Context: an optimization exercise on an open-source flow, tuned for small area. The choices shown serve that exercise and are no tape-out recipe.
Only simulation tests tie the RTL to the original design; equivalence was not proved.
The clock port is modelled as an ideal driver; clocking choices that lean on that would not hold on a real chip.

==> build 49: inputs <==
Design LYCALOBLOCK, start of the top module:
module LYCALOBLOCK(
    input CLK,
    input [1023:0] DATA,
    input signed [31:0] LYCALOTHR,
    input [255:0] LYCALOMASK,
    output reg LYCALOTRG,
    output reg LYCALOORTRG,
    output reg signed [(25+4)-1:0] LYCALOQSUM
    );
clock: 4.5 ns
lec_check: 0
cap_margin: 20
core_area: 2 2 218 218
die_area: 0 0 220 220
slew_margin: 20
synth_hierarchical: 1
synth_minimum_keep_size: 0
standard.sh (not shown) runs the stock make flow with config.mk's settings and CLKGATE_MAP_FILE= SYNTH_SCRIPT=/design/flow/synth_recipe.tcl, a recipe that flattens the netlist after the stock synthesis.
==> flow/flow/run.sh <==
#!/bin/bash
# Standard ORFS layout with:
#  - single-strength (buf_1) port buffers,
#  - pins one routing track apart, the clock pin alone in the middle of the
#    left edge,
#  - a clock tree without dummy loads, with clock buffers downsized after CTS
#    where the flip-flops' clock slew stays below 110 ps.
# The die is square; if the layout fails (routing congestion), it is retried
# on a larger die.  Each attempt's ORFS folder and log are kept.
set -o pipefail
for d in 220 240 260; do
  lo=$(awk -v d=$d 'BEGIN{print d/2-6}'); hi=$(awk -v d=$d 'BEGIN{print d/2+6}')
  bash standard.sh \
    "DIE_AREA=0 0 $d $d" "CORE_AREA=2 2 $((d-2)) $((d-2))" \
    "BUFFER_PORTS_ARGS=-buffer_cell sky130_fd_sc_hd__buf_1" \
    "PRE_IO_PLACEMENT_TCL=$PWD/flow/pre_io.tcl" \
    "PLACE_PINS_ARGS=-min_distance 1 -min_distance_in_tracks -exclude left:$lo-$hi" \
    "CTS_ARGS=-sink_clustering_enable -repair_clock_nets -dont_use_dummy_load -buf_list sky130_fd_sc_hd__clkbuf_8" \
    "POST_CTS_TCL=$PWD/flow/post_cts.tcl" \
    finish > standard_$d.log 2>&1 && [[ -f out/final.def ]] &&
    ! grep -q 'violation type' orfs/reports/sky130hd/LYCALOBLOCK/base/5_route_drc.rpt 2>/dev/null && exit 0
  mv orfs orfs_failed_$d
  rm -f out/final.def
done
exit 1
==> flow/flow/post_cts.tcl <==
# Downsize clock buffers: each one takes the smallest of clkbuf_2/clkbuf_4
# that keeps the clock slew at the pins it drives below 110 ps.
proc lyc_worst_sink_slew {inst} {
  set worst 0
  set out [get_nets -of_objects [get_pins -of_objects $inst -filter "direction==output"]]
  foreach p [get_pins -of_objects $out -filter "direction==input"] {
    set s [get_property $p slew_max]
    if {$s > $worst} { set worst $s }
  }
  return $worst
}
estimate_parasitics -placement
set lyc_n 0
foreach inst [get_cells -filter "ref_name == sky130_fd_sc_hd__clkbuf_8"] {
  foreach small {sky130_fd_sc_hd__clkbuf_2 sky130_fd_sc_hd__clkbuf_4} {
    replace_cell $inst $small
    estimate_parasitics -placement
    if {[lyc_worst_sink_slew $inst] <= 0.110} { incr lyc_n; break }
    replace_cell $inst sky130_fd_sc_hd__clkbuf_8
    estimate_parasitics -placement
  }
}
puts "post_cts: downsized $lyc_n clock buffers"
detailed_placement
check_placement -verbose
estimate_parasitics -placement
==> flow/flow/pre_io.tcl <==
# Put the clock pin in the middle of the left edge; place_pins keeps the other
# pins clear of it (PLACE_PINS_ARGS excludes that stretch of the edge).
set lyc_die [[ord::get_db_block] getDieArea]
set lyc_ymid [expr {([$lyc_die yMin] + [$lyc_die yMax]) / 2000.0}]
place_pin -pin_name CLK -layer met3 -location [list 0 $lyc_ymid] -pin_size {0.8 0.3} -force_to_die_boundary
==> build 95 (differences from build 49) <==
--- a/flow/design.v
+++ b/flow/design.v
@@ -941,19 +941,18 @@
     for (g = 0; g < 85; g = g + 1) begin : aoi
       LYAOI3 u (.a1(DISCR[3*g]), .a2(LYCALOMASK[3*g]), .b1(DISCR[3*g+1]), .b2(LYCALOMASK[3*g+1]),
                 .c1(DISCR[3*g+2]), .c2(LYCALOMASK[3*g+2]), .y(ORN[g]));
     end
   endgenerate
   assign ORN[85] = ~(DISCR[255] & LYCALOMASK[255]);
-  wire THRIN = (LYCALOTHR[31:28] == 4'b0000) | (LYCALOTHR[31:28] == 4'b1111);
-  wire [28:0] CA = {~LYCALOQSUM[28], LYCALOQSUM[27:0]};
-  wire [28:0] CB = ~{~LYCALOTHR[28], LYCALOTHR[27:0]};
-  wire [29:0] CC;
+  wire [31:0] CA = {~LYCALOQSUM[28], {3{LYCALOQSUM[28]}}, LYCALOQSUM[27:0]};
+  wire [31:0] CB = ~{~LYCALOTHR[31], LYCALOTHR[30:0]};
+  wire [32:0] CC;
   assign CC[0] = 1'b0;
   generate
-    for (g = 0; g < 29; g = g + 1) begin : cmp
+    for (g = 0; g < 32; g = g + 1) begin : cmp
       assign CC[g+1] = (CA[g] & CB[g]) | (CA[g] & CC[g]) | (CB[g] & CC[g]);
     end
   endgenerate
   always @(posedge CLK) begin
     r1_0_0 <= s695;
     r1_1_0 <= s697;
@@ -1095,13 +1094,13 @@
     LYCALOQSUM[23] <= r3_23_0;
     LYCALOQSUM[24] <= s775;
     LYCALOQSUM[25] <= s777;
     LYCALOQSUM[26] <= s779;
     LYCALOQSUM[27] <= s781;
     LYCALOQSUM[28] <= ~x783;
-    LYCALOTRG <= THRIN ? CC[29] : LYCALOTHR[31];
+    LYCALOTRG <= CC[32];
     LYCALOORTRG <= ~&ORN;
   end
 endmodule
 module LYFA(input a, input b, input c, output s, output co);
   assign s = a ^ b ^ c;
   assign co = (a & b) | (a & c) | (b & c);
==> flow/flow/run.sh (replaced) <==
#!/bin/bash
# Standard ORFS layout, with single-strength port buffers, pins one track apart
# (the clock pin alone in the middle of the left edge), a clock tree without
# dummy loads, and clock buffers downsized where the clock slew allows.
set -o pipefail
bash standard.sh \
  "BUFFER_PORTS_ARGS=-buffer_cell sky130_fd_sc_hd__buf_1" \
  "PRE_IO_PLACEMENT_TCL=$PWD/flow/pre_io.tcl" \
  "PLACE_PINS_ARGS=-min_distance 1 -min_distance_in_tracks -exclude left:96.5-108.5" \
  "CTS_ARGS=-sink_clustering_enable -repair_clock_nets -dont_use_dummy_load -buf_list sky130_fd_sc_hd__clkbuf_8" \
  "POST_CTS_TCL=$PWD/flow/post_cts.tcl" \
  finish > standard.log 2>&1
==> flow/flow/post_cts.tcl (replaced) <==
# Downsize clock buffers whose flip-flops keep a clock slew below 110 ps with
# the smaller buffer.
proc lyc_worst_sink_slew {inst} {
  set worst 0
  set out [get_nets -of_objects [get_pins -of_objects $inst -filter "direction==output"]]
  foreach p [get_pins -of_objects $out -filter "direction==input"] {
    set s [get_property $p slew_max]
    if {$s > $worst} { set worst $s }
  }
  return $worst
}
estimate_parasitics -placement
set lyc_n 0
foreach inst [get_cells -filter "ref_name == sky130_fd_sc_hd__clkbuf_8"] {
  replace_cell $inst sky130_fd_sc_hd__clkbuf_4
  estimate_parasitics -placement
  if {[lyc_worst_sink_slew $inst] > 0.110} {
    replace_cell $inst sky130_fd_sc_hd__clkbuf_8
    estimate_parasitics -placement
  } else {
    incr lyc_n
  }
}
puts "post_cts: downsized $lyc_n clock buffers"
detailed_placement
check_placement -verbose
estimate_parasitics -placement
==> flow/flow/pre_io.tcl (replaced) <==
# Put the clock pin in the middle of the left edge; the other pins keep clear of it.
place_pin -pin_name CLK -layer met3 -location {0 102.5} -pin_size {0.8 0.3} -force_to_die_boundary
==> flow/config.mk (replaced) <==
export PLATFORM = sky130hd
export DESIGN_NAME = LYCALOBLOCK
export DESIGN_NICKNAME = LYCALOBLOCK
export VERILOG_FILES = /design/flow/design.v
export SDC_FILE = /design/flow/constraint.sdc
export NUM_CORES = 4
export LEC_CHECK = 0
export CAP_MARGIN = 20
export CORE_AREA = 2 2 203 203
export DIE_AREA = 0 0 205 205
export SLEW_MARGIN = 20
export SYNTH_HIERARCHICAL = 1
export SYNTH_MINIMUM_KEEP_SIZE = 0
==> reports/metrics.csv <==
stage;metric;value;unit
power_and_ir_drop;power_density;485;nW/um2
cts;clk_latency;0.42;ns
run_status;status;complete, no violations;
grt;grt_use_met2;0.430;
sta;skew;0.0311;ns
worst_setup_path;rr_worst_depth;9;
detailed_routing;vias_per_cell;4.73;
That was build 49.
==> reports/metrics.csv <==
stage;metric;value;unit
run_status;haltStage;global routing (5_1_grt);
run_status;firstError;[ERROR GRT-0116] Global routing finished with congestion. Check the congestion regions in the DRC Viewer.;
synth;synth_fa_ha_area_frac;0.634;
synth;synth_top_family_by_area;adder cells;
run_status;status;did not finish;
placed_design;gp_congestion;1.11;
placed_design;dp_cells;2248;
cts;clock_sinks;145;
floorplanning;rows;73;
grt;grt_use_met2;0.644;
That was build 95.

==> re-timing with driven ports <==
The results above use ideal ports. As a check the final layout listed here was re-extracted and re-timed, cells and wires unchanged.
Step 1 assumes that a clkbuf_16 drives the clock port and a buf_2 every other input.
Step 2 also shifts input and output timing later by t, the mid clock arrival at the registers, as if the neighbouring blocks saw the same clock.
Slacks: no drivers / after step 1 / after step 2; pairs: no drivers / after step 1.
run: build 49
shift t [ns]: 0.448
setup slack, ns: 0.435 / 0.459 / 0.011
worst setup path after step 2: input to register
After both steps setup and hold are still met in build 49. The setup slack of build 49 moves by +0.024 ns with the drivers and by -0.424 ns with both steps.
